Source: an optimization exercise on an open RTL-to-GDS flow (aim: small area, a short achievable clock period and few clock cycles). Production flows keep margins and buffers that such runs may drop. Function was checked by simulation only, so behaviour that the tests miss may differ from the original. No activity file was given, so power comes from the tool's default toggle rates.

<file path="flow/run.sh">
#!/bin/bash
# synth_recipe.tcl (not shown) runs the flow's synth.tcl, then flattens the netlist and writes it again
# the make line also repeats each setting of config.mk as NAME=value (left out here)
make -C /OpenROAD-flow-scripts/flow DESIGN_CONFIG=/design/flow/config.mk WORK_HOME=/design/flow/orfs CLKGATE_MAP_FILE= SYNTH_SCRIPT=/design/flow/synth_recipe.tcl finish
</file>
<file path="flow/config.mk">
export PLATFORM = sky130hd
export DESIGN_NAME = mips_cpu_bus
export DESIGN_NICKNAME = mips_cpu_bus
export VERILOG_FILES = /design/flow/design.v
export SDC_FILE = /design/flow/constraint.sdc
export NUM_CORES = 8
export LEC_CHECK = 0
export CAP_MARGIN = 20
export CORE_MARGIN = 2
export CORE_UTILIZATION = 40
export SLEW_MARGIN = 20
</file>
<file path="flow/constraint.sdc">
create_clock -name core_clock -period 12.5 [get_ports {clk}]
set_input_delay 2.5000 -clock core_clock [delete_from_list [all_inputs] [get_ports {clk}]]
set_output_delay 2.5000 -clock core_clock [all_outputs]
set_load 0.01 [all_outputs]
</file>
<file path="flow/design.v">
module mips_cpu_bus(
    input logic clk,
    input logic reset,
    output logic active,
    output logic[31:0] register_v0,
    output logic[31:0] address,
    output logic write,
    output logic read,
    input logic waitrequest,
    output logic[31:0] writedata,
    output logic[3:0] byteenable,
    input logic[31:0] readdata
);
    reg[31:0] instr;
    logic [31:0] addresstemp;
    logic [1:0] addressend;
    logic [3:0] bytetranslate;
    wire [5:0]  instr_opcode    = instr[31:26];  
    wire [4:0]  R_instr_rd          = instr[15:11];
    wire [5:0]  R_instr_func        = instr[5:0];
    wire [4:0]  I_instr_rt          = instr[20:16];
    wire [15:0] I_instr_immediate   = instr[15:0];
    reg [31:0] exImmediate, zeroImmediate;
	reg [4:0] shiftamount;
    wire [25:0]  J_instr_addr        = instr[25:0];
    typedef enum logic[5:0] {
        OPCODE_ADDIU = 6'b001001,
        OPCODE_ANDI  = 6'b001100,
        OPCODE_ORI    = 6'b001101,
        OPCODE_XORI   = 6'b001110,
        OPCODE_REGIMM = 6'b000001,
        OPCODE_BEQ    = 6'b000100,
        OPCODE_BLEZ   = 6'b000110,
        OPCODE_BGTZ   = 6'b000111,
        OPCODE_BNE    = 6'b000101,
        OPCODE_SLTI   = 6'b001010,
        OPCODE_SLTIU = 6'b001011,
        OPCODE_LB     = 6'b100000,
        OPCODE_LBU    = 6'b100100,
        OPCODE_LHU    = 6'b100101,
        OPCODE_LH     = 6'b100001,
        OPCODE_LUI    = 6'b001111,
        OPCODE_LW     = 6'b100011,
        OPCODE_LWL    = 6'b100010,
        OPCODE_LWR    = 6'b100110,
        OPCODE_SB     = 6'b101000,
        OPCODE_SH     = 6'b101001,
        OPCODE_SW     = 6'b101011,
        OPCODE_J      = 6'b000010,
        OPCODE_JAL    = 6'b000011,
        OPCODE_R    = 6'b000000
    } opcode_t;
    typedef enum logic[5:0] {
        FUNC_JR = 6'b001000,
        FUNC_JALR = 6'b001001,
        FUNC_ADDU = 6'b100001,
        FUNC_SUBU = 6'b100011,
        FUNC_XOR  = 6'b100110,
        FUNC_AND  = 6'b100100,
        FUNC_OR   = 6'b100101,
        FUNC_DIV  = 6'b011010,
        FUNC_DIVU = 6'b011011,
        FUNC_MULT = 6'b011000,
        FUNC_MULTU= 6'b011001,
        FUNC_MFHI = 6'b010000,
        FUNC_MFLO = 6'b010010,
        FUNC_MTHI = 6'b010001,
        FUNC_MTLO = 6'b010011,
        FUNC_SLT  = 6'b101010,
        FUNC_SLTU = 6'b101011,
        FUNC_SLL  = 6'b000000,
        FUNC_SLLV = 6'b000100,
        FUNC_SRA  = 6'b000011,
        FUNC_SRAV = 6'b000111,
        FUNC_SRL  = 6'b000010,
        FUNC_SRLV = 6'b000110
    } func_t;
    typedef enum logic[2:0] {
        INSTR_FETCH = 3'b000,
        INSTR_DECODE = 3'b001,
        EXEC         = 3'b010,
        MEM          = 3'b011,
        WRITE_BACK   = 3'b100,
        HALTED       = 3'b111
    } state_t;
    typedef enum logic[3:0]{
        ALU_AND = 4'd0,
        ALU_OR =  4'd1,
        ALU_ADD = 4'd2,
        ALU_SUB = 4'd3,
        ALU_SLT = 4'd4,
        ALU_XOR = 4'd5,
        ALU_SLL = 4'd6,
        ALU_SRL = 4'd7,
        ALU_SRA = 4'd8,
        ALU_SLLV = 4'd9,
        ALU_SRLV = 4'd10,
        ALU_SRAV = 4'd11,
        ALU_LUI  = 4'd12,
        ALU_SLTU = 4'd13,
        ALU_A    = 4'd14
    }aluop_t;
    typedef enum logic[4:0]{
        BGEZ  = 5'b00001,
        BGEZAL =5'b10001,  
        BLTZ   =5'b00000,
        BLTZAL =5'b10000  
    }branchop_t;
    logic [2:0] state;
    logic [31:0] PC, PC_increment, PC_temp;
    assign PC_increment = PC+4;
    reg [31:0] HI, LO;
    logic moduleReset;
    assign moduleReset = (reset) ? 1'b1:1'b0;
    logic regWriteEn;
    logic [4:0]  regDest, regRdA,     regRdB;
    reg [31:0] regDestData, regRdDataA, regRdDataB;
    logic[31:0] regBLSB,regBLSH;
    assign regBLSB = {4{regRdDataB[7:0]}};
    assign regBLSH = {2{regRdDataB[15:0]}};
    wire [4:0] regRdATemp, regRdBTemp;
    assign regRdATemp = (state == INSTR_DECODE) ? readdata[25:21] : regRdA;
    assign regRdBTemp = (state == INSTR_DECODE) ? readdata[20:16] : regRdB;
    logic regWriteEnable;
    assign regWriteEnable = !(instr_opcode == OPCODE_R && (R_instr_func == FUNC_MTLO ||R_instr_func == FUNC_MTHI
                                                        ||R_instr_func == FUNC_JR ||R_instr_func == FUNC_MULT
                                                        ||R_instr_func == FUNC_MULTU ||R_instr_func == FUNC_DIV
                                                        ||R_instr_func == FUNC_DIVU )
                            ||(instr_opcode == OPCODE_REGIMM && (I_instr_rt == BGEZ || I_instr_rt == BLTZ)) || instr_opcode == OPCODE_J
                            || instr_opcode == OPCODE_BEQ || instr_opcode == OPCODE_BNE|| instr_opcode == OPCODE_BLEZ ||  instr_opcode == OPCODE_BGTZ
                            || instr_opcode == OPCODE_SB || instr_opcode == OPCODE_SH|| instr_opcode == OPCODE_SW
                            || ((instr_opcode == OPCODE_LH||instr_opcode == OPCODE_LHU) &&  ALUOut[0] != 0)
                            || (instr_opcode == OPCODE_LW && !(ALUOut[0] == 0 && ALUOut[1] == 0)));
    logic [3:0] ALUop;
    logic [31:0] ALUInA, ALUInB;
    reg [31:0] ALUOut;
    reg ALUZero;
    assign ALUInB = (instr_opcode == OPCODE_ORI ||  instr_opcode == OPCODE_XORI || instr_opcode == OPCODE_ANDI) ? zeroImmediate
                    :(instr_opcode == OPCODE_R || instr_opcode == OPCODE_J || instr_opcode == OPCODE_JAL || instr_opcode == OPCODE_BEQ || instr_opcode == OPCODE_BNE || instr_opcode == OPCODE_REGIMM)? regRdDataB
                    : exImmediate;
    assign ALUInA = regRdDataA;
    reg [63:0] MultOut;
    logic MultSign;
    assign MultSign = (instr_opcode == OPCODE_R && R_instr_func == FUNC_MULT) ? 1'b1:1'b0;
    logic [31:0] DivQuotient, DivRemainder;
    logic DivStart, DivDone, DivDbz, DivSign;
    assign DivStart = (state == EXEC && instr_opcode == OPCODE_R && (R_instr_func == FUNC_DIV || R_instr_func == FUNC_DIVU)) ? 1:0;
    assign DivSign = (instr_opcode == OPCODE_R && R_instr_func == FUNC_DIV) ? 1'b1 :1'b0;
    assign bytetranslate = (addresstemp[1:0] == 2'b00) ? 4'b0001 : (addresstemp[1:0] == 2'b01) ? 4'b0010 : (addresstemp[1:0] == 2'b10) ? 4'b0100 : (addresstemp[1:0] == 2'b11) ? 4'b1000 : 4'b0000 ;
    assign addresstemp = (state == INSTR_FETCH) ? PC : ALUOut;
    assign address = {addresstemp[31:2],2'd0};
    assign read =   (state==INSTR_FETCH || (state == MEM &&
                                        (((instr_opcode == OPCODE_LH||instr_opcode == OPCODE_LHU) &&  ALUOut[0] == 0)
                                        ||(instr_opcode == OPCODE_LW && ALUOut[0] == 0 && ALUOut[1] == 0)
                                        ||instr_opcode == OPCODE_LWL||instr_opcode == OPCODE_LWR
                                        ||instr_opcode == OPCODE_LB||instr_opcode == OPCODE_LBU))
                    ) ? 1'b1 : 1'b0;
    assign byteenable = (state==INSTR_FETCH || (state == MEM && (instr_opcode == OPCODE_LW ||instr_opcode == OPCODE_SW) && addresstemp[1:0] == 2'b00)) ? 4'b1111
                        : (state == MEM & instr_opcode == OPCODE_LWL & addresstemp[1:0] == 2'b00) ? 4'b0001
                        : (state == MEM & instr_opcode == OPCODE_LWL & addresstemp[1:0] == 2'b01) ? 4'b0011
                        : (state == MEM & instr_opcode == OPCODE_LWL & addresstemp[1:0] == 2'b10) ? 4'b0111
                        : (state == MEM & instr_opcode == OPCODE_LWL & addresstemp[1:0] == 2'b11) ? 4'b1111
                        : (state == MEM & instr_opcode == OPCODE_LWR & addresstemp[1:0] == 2'b00) ? 4'b1111
                        : (state == MEM & instr_opcode == OPCODE_LWR & addresstemp[1:0] == 2'b01) ? 4'b1110
                        : (state == MEM & instr_opcode == OPCODE_LWR & addresstemp[1:0] == 2'b10) ? 4'b1100
                        : (state == MEM & instr_opcode == OPCODE_LWR & addresstemp[1:0] == 2'b11) ? 4'b1000
                        : (state == MEM && (instr_opcode == OPCODE_LB || instr_opcode == OPCODE_LBU || instr_opcode == OPCODE_SB)) ? bytetranslate
                        : (state == MEM && (instr_opcode == OPCODE_LH || instr_opcode == OPCODE_LHU || instr_opcode == OPCODE_SH) & addresstemp[1:0] == 2'b00) ? 4'b0011 
                        : (state == MEM && (instr_opcode == OPCODE_LH || instr_opcode == OPCODE_LHU || instr_opcode == OPCODE_SH) & addresstemp[1:0] == 2'b10) ? 4'b1100
                        : 4'b0000;
    assign write =  (state == MEM &&    (instr_opcode == OPCODE_SW || instr_opcode == OPCODE_SB
                                        ||instr_opcode == OPCODE_SH)
                    ) ? 1'b1 :1'b0;
    assign writedata =  (instr_opcode == OPCODE_SW  && addresstemp[1:0] == 2'b00) ? regRdDataB 
                        :(instr_opcode == OPCODE_SH && addresstemp[1:0] == 2'b00) ? 32'h0000FFFF & regBLSH
                        :(instr_opcode == OPCODE_SH && addresstemp[1:0] == 2'b10) ? 32'hFFFF0000 & regBLSH
                        :(instr_opcode == OPCODE_SB && addresstemp[1:0] == 2'b00) ? 32'h000000FF & regBLSB
                        :(instr_opcode == OPCODE_SB && addresstemp[1:0] == 2'b01) ? 32'h0000FF00 & regBLSB
                        :(instr_opcode == OPCODE_SB && addresstemp[1:0] == 2'b10) ? 32'h00FF0000 & regBLSB
                        :(instr_opcode == OPCODE_SB && addresstemp[1:0] == 2'b11) ? 32'hFF000000 & regBLSB
                        :32'b0;
    reg [2:0] branch;
    always @(posedge clk) begin
        if (reset) begin
            state <= INSTR_FETCH;
            PC <= 32'hBFC00000;
            PC_temp <= 32'd0;
            active<=1;
            branch <=0;
            HI <= 0;
            LO <= 0;
            regDestData <=0;
            regWriteEn <= 0;
        end
        else begin
        if (state==INSTR_FETCH) begin
            if(address == 32'h00000000) begin
                active <= 0; state<=HALTED;
            end else if(waitrequest) begin
            end else begin state<=INSTR_DECODE; end
            regWriteEn<=0;
        end
        if (state==INSTR_DECODE) begin
            state <= EXEC;
            instr <= readdata;
            regRdA <= readdata[25:21];
            regRdB <= readdata[20:16];
            exImmediate <= {{16{readdata[15]}}, readdata[15:0]};
            zeroImmediate<={16'b0, readdata[15:0]};
            shiftamount <= readdata[10:6];
            ALUop <=  (readdata[31:26] == OPCODE_ANDI    || (readdata[31:26] == OPCODE_R && readdata[5:0] == FUNC_AND)) ? ALU_AND
                    : (readdata[31:26] == OPCODE_ORI   || (readdata[31:26] == OPCODE_R && readdata[5:0] == FUNC_OR)) ? ALU_OR
                    : (readdata[31:26] == OPCODE_XORI  || (readdata[31:26] == OPCODE_R && readdata[5:0] == FUNC_XOR)) ? ALU_XOR
                    : (readdata[31:26] == OPCODE_SLTI  || (readdata[31:26] == OPCODE_R && readdata[5:0] == FUNC_SLT)) ? ALU_SLT
                    : (readdata[31:26] == OPCODE_SLTIU || (readdata[31:26] == OPCODE_R && readdata[5:0] == FUNC_SLTU)) ? ALU_SLTU
                    : (readdata[31:26] == OPCODE_BLEZ  || readdata[31:26] == OPCODE_BGTZ || (readdata[31:26] == OPCODE_REGIMM && (readdata[20:16] == BGEZ || readdata[20:16] == BGEZAL || readdata[20:16] == BLTZ || readdata[20:16] == BLTZAL))) ? ALU_A
                    : (readdata[31:26] == OPCODE_BEQ   || (readdata[31:26] == OPCODE_R && readdata[5:0] == FUNC_SUBU) || readdata[31:26] == OPCODE_BNE ) ? ALU_SUB
                    : (readdata[31:26] == OPCODE_LUI) ? ALU_LUI
                    : (readdata[31:26] == OPCODE_R && readdata[5:0] == FUNC_SRAV) ? ALU_SRAV
                    : (readdata[31:26] == OPCODE_R && readdata[5:0] == FUNC_SRLV) ? ALU_SRLV
                    : (readdata[31:26] == OPCODE_R && readdata[5:0] == FUNC_SLLV) ? ALU_SLLV
                    : (readdata[31:26] == OPCODE_R && readdata[5:0] == FUNC_SRA) ? ALU_SRA
                    : (readdata[31:26] == OPCODE_R && readdata[5:0] == FUNC_SLL) ? ALU_SLL
                    : (readdata[31:26] == OPCODE_R && readdata[5:0] == FUNC_SRL) ? ALU_SRL
                    : (
                        readdata[31:26] == OPCODE_ADDIU || readdata[31:26] == OPCODE_LW  || readdata[31:26] == OPCODE_LB  || readdata[31:26] == OPCODE_LBU 
                        || readdata[31:26] == OPCODE_LH || readdata[31:26] == OPCODE_LHU || readdata[31:26] == OPCODE_LWL || readdata[31:26] == OPCODE_LWR
                        || readdata[31:26] == OPCODE_SW || readdata[31:26] == OPCODE_SH  || readdata[31:26] == OPCODE_SB  || 
                        (
                            readdata[31:26] == OPCODE_R && (readdata[5:0] == FUNC_ADDU || readdata[5:0] == FUNC_MTHI || readdata[5:0] == FUNC_MTLO)
                        )
                    ) ? ALU_ADD 
                    : 4'b1111;
        end
        if (state==EXEC) begin
            state <= MEM;
            if (instr_opcode == OPCODE_J)begin
                    branch <= 1;
                    PC_temp <= {PC_increment[31:28],J_instr_addr, 2'd0};
            end else if(instr_opcode == OPCODE_JAL) begin
                    branch <=1;
                    PC_temp <= {PC_increment[31:28],J_instr_addr, 2'd0};
            end else if(instr_opcode == OPCODE_R)begin
                    if(R_instr_func == FUNC_JR)begin
                            branch <= 1;
                            PC_temp<=regRdDataA;
                    end else if(R_instr_func ==  FUNC_JALR) begin
                            branch <=1;
                            PC_temp<=regRdDataA;
                    end else begin end
            end else begin end
        end
        if (state==MEM) begin
            if (waitrequest || (!DivDone && instr_opcode == OPCODE_R && (R_instr_func == FUNC_DIVU||R_instr_func == FUNC_DIV)) ) begin 
            end
            else begin state <= WRITE_BACK; end
            if(instr_opcode == OPCODE_BEQ && ALUZero) begin
                branch <= 1;
                PC_temp <= PC_increment + {{14{I_instr_immediate[15]}},I_instr_immediate, 2'd0};
            end else if(instr_opcode == OPCODE_BNE && !ALUZero) begin
                branch <= 1;
                PC_temp <= PC_increment + {{14{I_instr_immediate[15]}},I_instr_immediate, 2'd0};
            end else if(instr_opcode == OPCODE_BGTZ && ALUOut[31] == 0 && !ALUZero) begin
                branch <= 1;
                PC_temp <= PC_increment + {{14{I_instr_immediate[15]}},I_instr_immediate, 2'd0};
            end else if(instr_opcode == OPCODE_BLEZ && (ALUOut[31] == 1 || ALUZero)) begin
                branch <= 1;
                PC_temp <= PC_increment + {{14{I_instr_immediate[15]}},I_instr_immediate, 2'd0};
            end else if(instr_opcode == OPCODE_REGIMM) begin
                if((I_instr_rt == BGEZ || I_instr_rt == BGEZAL) && ALUOut[31] == 0)begin
                    branch <= 1;
                    PC_temp <= PC_increment + {{14{I_instr_immediate[15]}},I_instr_immediate, 2'd0};
                end else if((I_instr_rt == BLTZ || I_instr_rt == BLTZAL) && ALUOut[31] == 1)begin
                    branch <= 1;
                    PC_temp <= PC_increment + {{14{I_instr_immediate[15]}},I_instr_immediate, 2'd0};
                end
            end
        end
        if (state==WRITE_BACK) begin
            state <= INSTR_FETCH;
            regDest <= (instr_opcode == OPCODE_JAL ||(instr_opcode == OPCODE_REGIMM && (I_instr_rt == BLTZAL || I_instr_rt == BGEZAL) )) ? 5'd31
                        :(instr_opcode == OPCODE_R) ? R_instr_rd
                        :I_instr_rt;
             regDestData <=  (instr_opcode == OPCODE_LB & addresstemp[1:0] == 2'b00) ? {{24{readdata[7]}},readdata[7:0]} : (instr_opcode == OPCODE_LB & addresstemp[1:0] == 2'b01) ? {{24{readdata[15]}},readdata[15:8]} : (instr_opcode == OPCODE_LB & addresstemp[1:0] == 2'b10) ? {{24{readdata[23]}},readdata[23:16]} : (instr_opcode == OPCODE_LB & addresstemp[1:0] == 2'b11) ? {{24{readdata[31]}},readdata[31:24]}
                            :(instr_opcode == OPCODE_LBU & addresstemp[1:0] == 2'b00) ? {24'b0,readdata[7:0]} : (instr_opcode == OPCODE_LBU & addresstemp[1:0] == 2'b01) ? {24'b0,readdata[15:8]} : (instr_opcode == OPCODE_LBU & addresstemp[1:0] == 2'b10) ? {24'b0,readdata[23:16]} : (instr_opcode == OPCODE_LBU & addresstemp[1:0] == 2'b11) ? {24'b0,readdata[31:24]}
                            :(instr_opcode == OPCODE_LH & addresstemp[1:0] == 2'b00)  ? {{16{readdata[15]}},readdata[15:0]} : (instr_opcode == OPCODE_LH & addresstemp[1:0] == 2'b10) ? {{16{readdata[31]}},readdata[31:16]}
                            :(instr_opcode == OPCODE_LHU & addresstemp[1:0] == 2'b00)  ? {16'b0,readdata[15:0]} : (instr_opcode == OPCODE_LHU & addresstemp[1:0] == 2'b10) ? {16'b0,readdata[31:16]}
                            :(instr_opcode == OPCODE_LW)  ? readdata
                            :(instr_opcode == OPCODE_LWL & addresstemp[1:0] == 0) ? {readdata[7:0],regRdDataB[23:0]}
                            :(instr_opcode == OPCODE_LWL & addresstemp[1:0] == 1) ? {readdata[15:0],regRdDataB[15:0]}
                            :(instr_opcode == OPCODE_LWL & addresstemp[1:0] == 2) ? {readdata[23:0],regRdDataB[7:0]}
                            :(instr_opcode == OPCODE_LWL & addresstemp[1:0] == 3) ? readdata
                            :(instr_opcode == OPCODE_LWR & addresstemp[1:0] == 0) ? readdata
                            :(instr_opcode == OPCODE_LWR & addresstemp[1:0] == 1) ? {regRdDataB[31:24],readdata[31:8]}
                            :(instr_opcode == OPCODE_LWR & addresstemp[1:0] == 2) ? {regRdDataB[31:16],readdata[31:16]}
                            :(instr_opcode == OPCODE_LWR & addresstemp[1:0] == 3) ? {regRdDataB[31:8],readdata[31:24]}
                            :(instr_opcode == OPCODE_JAL||(instr_opcode == OPCODE_R && R_instr_func == FUNC_JALR ||(instr_opcode == OPCODE_REGIMM && (I_instr_rt == BLTZAL || I_instr_rt == BGEZAL)))) ? PC+8
                            :(instr_opcode == OPCODE_R && R_instr_func == FUNC_MFHI) ? HI
                            :(instr_opcode == OPCODE_R && R_instr_func == FUNC_MFLO) ? LO
                            :ALUOut;
            regWriteEn<= (regWriteEnable) ? 1'b1 : 1'b0;
            if(instr_opcode == OPCODE_R && (R_instr_func == FUNC_MULT || R_instr_func == FUNC_MULTU)) begin
                HI <= MultOut[63:32];
                LO <= MultOut[31:0];
            end else if(instr_opcode == OPCODE_R && R_instr_func == FUNC_MTHI)  begin
                HI <= ALUOut;
            end else if(instr_opcode == OPCODE_R && R_instr_func == FUNC_MTLO)  begin
                LO <= ALUOut;
            end else if(instr_opcode == OPCODE_R && (R_instr_func == FUNC_DIV || R_instr_func == FUNC_DIVU)) begin
                HI <= DivRemainder;
                LO <= DivQuotient;
            end
            if (branch == 1) begin
                branch <=2;
                PC <= PC_increment;
            end else if (branch == 2)begin
                branch <= 0;
                PC<= PC_temp;
            end else begin
                branch <= 0;
                PC <= PC_increment;
            end
        end
        end
    end
    mips_cpu_registers registerInst(
        .clk(clk), .write(regWriteEn), .reset(moduleReset),
        .wrAddr(regDest), .wrData(regDestData),
        .rdAddrA(regRdATemp), .rdDataA(regRdDataA),
        .rdAddrB(regRdBTemp), .rdDataB(regRdDataB),
        .register_v0(register_v0)
    );
    mips_cpu_ALU ALUInst(
        .op(ALUop), .a(ALUInA), .b(ALUInB),
        .result(ALUOut), .zero(ALUZero), .sa(shiftamount), .clk(clk), .reset(moduleReset)
    );
    mips_cpu_multiplier MultInst(
        .a(regRdDataA), .b(regRdDataB), .out(MultOut), .sign(MultSign), .clk(clk), .reset(moduleReset)
    );
    mips_cpu_divider DivInst(
        .clk(clk), .start(DivStart), .sign(DivSign),
        .Dividend(regRdDataA), .Divisor(regRdDataB), 
        .Quotient(DivQuotient), .Remainder(DivRemainder), 
        .done(DivDone), .dbz(DivDbz), .reset(moduleReset)
    );
endmodule
module mips_cpu_registers
    (
        input logic clk,
        input logic write,
        input logic reset,
        input logic [4:0] wrAddr,
        input logic [31:0] wrData,
        input logic [4:0] rdAddrA,
        output logic [31:0] rdDataA,
        input logic [4:0] rdAddrB,
        output logic [31:0] rdDataB,
        output logic [31:0] register_v0
    );
    reg [31:0] Register[0:31];  
    assign register_v0 = (write && wrAddr == 2) ? wrData: Register[2];   
    integer i;
    always@(posedge clk) begin
        if(reset) begin
            for( i = 0; i<32; i= i+1)begin
                Register[i] <= 0;  
            end
        end else if (write && wrAddr == 0) begin  
        end else if(write) begin
            Register[wrAddr] <= wrData;  
        end
        rdDataA <= (reset == 1) ? 0 : Register[rdAddrA];
        rdDataB <= (reset == 1) ? 0 : Register[rdAddrB];
    end
endmodule
module mips_cpu_ALU (
  input logic [3:0] op,
  input logic [31:0] a,
  input logic [31:0] b,
  input logic [4:0] sa,
  output logic [31:0] result,
  output logic zero,
  input logic clk,
  input logic reset
);
  logic [4:0] sav;
  logic [15:0] lower;
  assign zero = (result == 0);
  assign sav = (op==9 || op==10 || op==11) ? a[4:0] : 5'b0;
  assign lower = b[15:0];
  always_ff @(posedge clk) begin
    if(reset) begin
      result <= 0;
    end else begin
    case (op)
      0: begin result <= a & b; end  
      1: begin result <= a | b; end  
      2: begin result <= a + b; end  
      3: begin result <= a - b; end  
      4: begin result <= $signed(a) < $signed(b) ? 1 : 0; end  
      5: begin result <= a ^ b; end  
      6: begin result <= b << sa; end 
      7: begin result <= b >> sa; end  
      8: begin result <= $signed(b) >>> sa; end  
      9: begin result <= b << sav; end  
      10: begin result <= b >> sav; end  
      11: begin result <= $signed(b) >>> sav; end  
      12: begin result <= {lower,16'd0}; end
      13: begin result <= $unsigned(a) < $unsigned(b) ? 1'b1 : 1'b0; end 
      14: begin result <= a; end 
      default: begin end
    endcase
  end
  end
endmodule
module mips_cpu_multiplier
    (
    input logic [31:0] a, 
    input logic [31:0] b,
    input logic  clk, sign, reset,
    output logic [63:0] out
    );
	  always_ff @(posedge clk) begin
        if (reset) begin
            out <=0;
        end else begin
            if(sign)begin 
                out <= $signed(a)*$signed(b); 
            end
            else begin 
                out =$unsigned(a)*$unsigned(b); 
            end
        end
    end
endmodule
module mips_cpu_divider 
    (
    input  logic clk,
    input  logic start,           
    input  logic [31:0] Dividend,   
    input  logic [31:0] Divisor,   
    input  logic reset,
    input  logic sign,
    output     logic [31:0] Quotient,   
    output     logic [31:0] Remainder,   
    output     logic done,            
    output     logic dbz              
    );
    wire [31:0] Dividend_in,Divisor_in,Quotient_out, Remainder_out;
    assign Dividend_in = (sign) ? (Dividend[31]) ? -Dividend :Dividend :Dividend;
    assign Divisor_in = (sign) ? (Divisor[31]) ? -Divisor :Divisor :Divisor;
    assign Quotient = (sign) ? (Divisor[31]==Dividend[31]) ? Quotient_out : -Quotient_out : Quotient_out;
    assign Remainder = (sign) ? (Dividend[31]) ? -Remainder_out : Remainder_out : Remainder_out;
    mips_cpu_divideru inst(
        .clk(clk), .start(start), .Dividend(Dividend_in), .Divisor(Divisor_in), .reset(reset), .done(done), .dbz(dbz),
        .Quotient(Quotient_out), .Remainder(Remainder_out)
    );
endmodule
module mips_cpu_divideru
    (
    input  logic clk,
    input  logic start,           
    input  logic [31:0] Dividend,   
    input  logic [31:0] Divisor,   
    input  logic reset,
    output     logic [31:0] Quotient,   
    output     logic [31:0] Remainder,   
    output     logic done,            
    output     logic dbz              
    );
    logic [31:0] y1;             
    logic [31:0] q1, q1_next;    
    logic [31:0] ac, ac_next;    
    logic [5:0] i;    
    always@(*) begin
        if (ac >= y1) begin
            ac_next = ac - y1;
            {ac_next, q1_next} = {ac_next[30:0], q1, 1'b1};
        end else begin
            {ac_next, q1_next} = {ac, q1} << 1;
        end
    end
    always_ff @(posedge clk) begin
        if (reset) begin
            Quotient <= 0;
            Remainder <= 0;
            done <= 0;
            dbz <= 0;
        end else if (start) begin
            if (Divisor == 0) begin   
                dbz <= 1;
                done <= 1;
                Quotient <= 0;
                Remainder <= 0;
            end else if(Dividend == 0) begin
                done <= 1;
                Quotient <= 0;
                Remainder <= 0;
            end else if (Divisor > Dividend) begin
                done <= 1;
                Quotient <= 0;
                Remainder <= Dividend;
            end else begin   
                dbz <= 0;
                done <= 0;
                i <= 0;
                y1 <= Divisor;
                {ac, q1} <= {{31{1'b0}}, Dividend, 1'b0};
            end
        end else if (!done) begin
            if (i == 31) begin   
                done <= 1;
                Quotient <= q1_next;
                Remainder <= ac_next >> 1;   
            end else begin   
                i <= i + 6'd1;
                ac <= ac_next;
                q1 <= q1_next;
            end
        end
    end
endmodule
</file>
==> results.env <==
HOLD_PATH_STARTPOINT='LO[23]$_SDFFE_PP0P_'
FP.DIEAREA_UM2=389000
ROUTED_VIA_DENSITY=6.16
YS_ASYNC_SR_FRACTION_PCT=0
SYNTH_MUX_AREA_SHARE_PCT=2.23
STARTPOINT_CLASS_OF_THE_CRITICAL_PATH='flop'
SYNTH_TOP_AREA_SHARE_PCT=23.0
TIMING.FINAL.CRIT_SHARE_PCT=85.7
SETUP_REPAIR_BUFS_AFTER_CTS=0
NFILLCELLS=37300
GRT_ANTENNA_BEFORE_REPAIR=71
GRT_RESOURCE_USAGE_TOTAL_PCT=35.0
REGTOREGSTARTPOINT='registerInst.rdDataA[31]$_SDFF_PP0_'
HOLD_DEPTH=2
POWER.DENSITY_nW_PER_UM2=280
CLKTRANSATPATHREGS_NS=0.07
GPL.FINAL_WEIGHTED_CONGESTION=1.13
POST_ROUTE_CELLS_DRIVE_ABOVE_1_SHARE_PCT=6.47
MAXCAPVIOLATIONS=0
VIAS_IN_THE_FIRST_GLOBAL_ROUTE=135000
MAXSLEWVIOLCOUNT=0
POST_ROUTE_DRC=0
AREAGROWTHSYNTHTOFINISH_PCT=8.88
HOLD_WS_NS=0.462
DRT-INITIAL-DRC-COUNT=20800
CLKSINKCOUNT=1570
TRITONCTS='built'
FINAL.MIN_CLOCK_PERIOD_NS=10.71
SYNTHESIS.INSTANCES=18100
POST_SYNTH_EDFFS=1177
CRITICAL_PATH_FANOUTS_MAX=20
SYNTH-COMPOUND-AREA-SHARE_PCT=12.3
DRTPASS1ITERATIONS=11
SLEW_HEADROOM_PCT=8.05
TIMING.FINAL.HOLD_VIOLATIONS=0
SETUP_TOTAL_NEGATIVE_SLACK_NS=0
CTS.REPAIR.RESIZED=0
MAX-CLOCK-PATH-BUFFERS=4
DETAIL_ROUTE.WIRELENGTH_UM=698000
TIMING.FINAL.WS_SETUP_NS=1.79
SYNTH-SEQ-CELLS=1570
HPWLAFTERDP_UM=485000
WIRE_LENGTH_OF_THE_FIRST_GLOBAL_ROUTING_PASS_UM=990000
LAYOUT.CORE_UTILIZATION_PCT=43.8
MEAN_POST_SYNTH_CELL_AREA_UM2=8.51
PLACEMENT.IO_BUFFERS=135
GRT_MAX_DEGREE=128
SYNTH.LIB_CELLS_USED.DISTINCT=97
DESIGN.CORE.AREA_UM2=383000
VDD_IR_DROP_MAX_uV=704
TIMING.REG2REG.SETUP_SLACK_NS=1.79
CELL_AT_THE_ROOT_OF_THE_CLOCK_TREE='sky130_fd_sc_hd__clkbuf_16'
SYNTH.TOP_CELLS.BY_AREA='sky130_fd_sc_hd__edfxtp_1 23%, sky130_fd_sc_hd__fa_1 19%, sky130_fd_sc_hd__nand2_1 8.1%'
STATIC-LEAKAGE-POWER_uW=0.0707
MAX_STAGE_DELAY_NS=1.02
CRITPATHSLOWESTCELL='sky130_fd_sc_hd__fa_1'
YS.FLOP_TYPE='sky130_fd_sc_hd__edfxtp_1'
TIMING.CLOCK.SKEW_NS=0.127
WORSTPATHCELLLIST='clkinv_1 > nor2_1 > fa_1 > fa_1 > fa_1 > fa_1 > inv_1 > fa_1 > inv_1 > fa_1 > fa_1 > fa_1 > ha_1 > a21oi_1 > o21ai_0 > a31oi_1 > nand4_1 > and3_1 > a31oi_1 > xnor2_1 > a2111oi_0'
FLOORPLAN.DIE.WIDTH_UM=624
ENDPOINT_KIND='flop'
POSTROUTEANTENNANETS=0
CRITICALPATHCATEGORY='flop to flop'
TIMING.RR.END='MultInst.out[63]$_SDFF_PP0_'
GLOBAL_ROUTE.OVERFLOW_TOTAL=0
SYNTH_SIMPLE_GATE_AREA_SHARE_PCT=23.5
HTREE_NUM_LEVELS=4
CPMOSTUSEDCELL='sky130_fd_sc_hd__fa_1'
FLOORPLAN.INITIALDENSITY_PCT=40.2
WORSTSETUPSTARTPOINT='registerInst.rdDataA[31]$_SDFF_PP0_'
R2R.WORST_PATH.CELLS=21
TIMING.CRITICAL_PATH.MAX_DELAY_FAMILY='adder cells'
CP.BUFFERS_INVERTERS=3
TIGHTESTPINTRANSITION_NS=1.38
CTS-BUFFERS-INSERTED=189
YS_WARN_COUNT=5
PRE_CTS_WS_NS=2.10
DR_TOTAL_VIAS=140000
HOLD_PATH.CLASS='flop to flop'
DESIGN.PORTCOUNT=138
CHIPHEIGHT_UM=624
WL_PER_CELL_UM=30.7
OUTCOME='no timing/DRC/antenna violations'
FINAL_NET_COUNT=19600
END_OF_THE_WORST_HOLD_PATH='LO[23]$_SDFFE_PP0P_'
SYNTH_TOP_AREA_CELL='sky130_fd_sc_hd__edfxtp_1'
SYNTH_TOP_FAMILY_BY_AREA='adder cells'
PLACEMENTROWS=227
RSZ0062_AT_GRT='no'
POST_SYNTH_XOR_AREA_FRACTION_PCT=2.04
YOSYS.AREA_SHARE.ADDER_PCT=24.0
WORST-ENDPOINT-ARRIVAL_NS=11.47
REPORT.FINAL.SETUP_VIOL=0
NETLIST_AREA_UM2=154000
SEQ_AREA_FRAC_SYNTH_PCT=28.1
CLK_LATENCY_NS=0.97
REQUIRED_NS=13.26
TIMING.FMAX_GHz=0.0933
CTS.HOLD.BUFFERS_ADDED=0
==> worst max-delay path by stage <==
stage,end,cells past startpoint
detailed placement,MultInst.out[63]$_SDFF_PP0_,21
global placement,MultInst.out[63]$_SDFF_PP0_,21
CTS,MultInst.out[63]$_SDFF_PP0_,21
floorplan,MultInst.out[56]$_SDFF_PP0_,26
finish,MultInst.out[63]$_SDFF_PP0_,21
global route,MultInst.out[63]$_SDFF_PP0_,21
==> cell families (layout without fill, tap and decap cells) <==
kind of cell,count (synthesis),count (layout)
AO/OA/AOI/OAI,2839,2839
buffers and inverters,3166,2739
flip-flops,1570,1570
XOR/XNOR,359,359
AND/OR/NAND/NOR,7748,7748
multiplexers,328,328
adder cells (fa/ha/maj),2062,2062
other,1,86
==> metrics by stage <==
step	cells	power, uW	area [um^2]
3_3_place_gp	22400	40400	161000
3_5_place_dp	22400	40400	161000
5_1_grt	22700	50100	167000
2_1_floorplan	18100	29700	154000
4_1_cts	22700	46100	167000
6_report	22800	46800	167000
==> flip-flops by register name, summed over array words and instances, names as in the netlist, 3 cells and up <==
register / flops
registerInst.rdDataA: 32
registerInst.Register: 1024
DivInst.inst.ac: 32
PC: 32
instr: 32
DivInst.inst.y1: 32
DivInst.inst.i: 6
DivInst.inst.Quotient: 32
regRdB: 5
ALUop: 4
LO: 32
HI: 32
DivInst.inst.q1: 32
regDestData: 32
PC_temp: 32
branch: 3
state: 3
regRdA: 5
ALUInst.result: 32
registerInst.rdDataB: 32
MultInst.out: 64
regDest: 5
DivInst.inst.Remainder: 32
==> cells in the mapped netlist, drive strengths merged (94+ instances only) <==
library cell,instances
fa,1476
nand2,3331
clkbuf,1263
o22ai,115
mux2i,232
edfxtp,1177
nor2,1016
xnor2,221
mux2,94
a21o,137
ha,586
nor3,209
and3,200
a211oi,229
and2,1375
buf,136
inv,1750
nand3,1173
xor2,138
dfxtp,393
a21oi,742
o21ai,472
a311oi,352
a31oi,164
==> layer usage <==
| metal | vias up | track usage [%] | wire length, um |
|---|---|---|---|
| met4 | 40 | 25.7 | 63200 |
| met2 | 9606 | 52.5 | 299000 |
| met1 | 68800 | 43.5 | 255000 |
| li1 | 59500 | - | - |
| met3 | 2448 | 9.19 | 81000 |
| met5 | - | 0 | 263 |
==> final cells by class <==
class,count,area (um^2),share of cell area (%)
tap,5038,6300,3.77
clock buffer,258,5210,3.11
timing repair buffer,629,5280,3.15
sequential,1570,43300,25.9
antenna,52,130,0.0777
clock inverter,85,732,0.437
multi-input combinational,13400,99800,59.6
inverter,1767,6670,3.99
==> report_power, final <==
part | switching [uW] | leakage (uW) | total, uW | internal [uW]
logic | 22000 | 0.0525 | 34700 | 12700
clock network | 2440 | 0.00291 | 5510 | 3070
registers | 582 | 0.0152 | 6610 | 6030
total | 25000 | 0.0707 | 46800 | 21800
==> cells in the final DEF, fill, tap and decap left out, types with 52 or more instances in the layout <==
| cell type | count |
|---|---|
| sky130_fd_sc_hd__xnor2_1 | 219 |
| sky130_fd_sc_hd__clkdlybuf4s50_1 | 134 |
| sky130_fd_sc_hd__o21ai_0 | 426 |
| sky130_fd_sc_hd__nand3_1 | 1171 |
| sky130_fd_sc_hd__fa_1 | 1476 |
| sky130_fd_sc_hd__and2_1 | 1372 |
| sky130_fd_sc_hd__mux2_2 | 94 |
| sky130_fd_sc_hd__nor3_1 | 197 |
| sky130_fd_sc_hd__diode_2 | 52 |
| sky130_fd_sc_hd__nor2_1 | 979 |
| sky130_fd_sc_hd__nand2_1 | 3327 |
| sky130_fd_sc_hd__a21oi_1 | 736 |
| sky130_fd_sc_hd__clkbuf_16 | 192 |
| sky130_fd_sc_hd__nor4_1 | 69 |
| sky130_fd_sc_hd__dfxtp_1 | 331 |
| sky130_fd_sc_hd__ha_1 | 586 |
| sky130_fd_sc_hd__a211oi_1 | 225 |
| sky130_fd_sc_hd__o22ai_1 | 110 |
| sky130_fd_sc_hd__nand4_1 | 71 |
| sky130_fd_sc_hd__dfxtp_2 | 62 |
| sky130_fd_sc_hd__xor2_1 | 138 |
| sky130_fd_sc_hd__buf_4 | 475 |
| sky130_fd_sc_hd__a311oi_1 | 352 |
| sky130_fd_sc_hd__nor2b_1 | 75 |
| sky130_fd_sc_hd__a21o_1 | 137 |
| sky130_fd_sc_hd__a31oi_1 | 161 |
| sky130_fd_sc_hd__o211ai_1 | 92 |
| sky130_fd_sc_hd__and3_1 | 200 |
| sky130_fd_sc_hd__inv_1 | 1745 |
| sky130_fd_sc_hd__edfxtp_1 | 1177 |
| sky130_fd_sc_hd__mux2i_1 | 209 |
==> tightest hold or removal path: stages, from the launching register on <==
cell and delay, ns:
sky130_fd_sc_hd__dfxtp_1 0.31, sky130_fd_sc_hd__nand2_1 0.05, sky130_fd_sc_hd__a21oi_1 0.05
Testbench counts, summed over its fixed seeds: cycles 399,225.

[what the ideal ports hide]
Ports are ideal in the flow. The routed layout listed here was re-timed in OpenROAD.
Step 1, drivers: a clkbuf_16 drives clk and a buf_2 each remaining input, both assumed.
Step 2 moves the port delays by t, midway between the first and last clock arrival at a register: inputs arrive t later, outputs are due t later. That takes back most of the time a late clock gives input paths.
a / b / c = ideal ports / drivers / drivers and shift; a / b = the first two.
shift t [ns]: 0.988
slack for setup (ns): 1.786 / 1.786 / 1.786
worst hold slack (ns): 0.462 / 0.462 / 0.462
clock arrival spread, ns: 0.133 / 0.133
After both steps this run still meets setup and hold. The setup slack of this run moves by 0.000 ns with the drivers and by 0.000 ns with both steps.
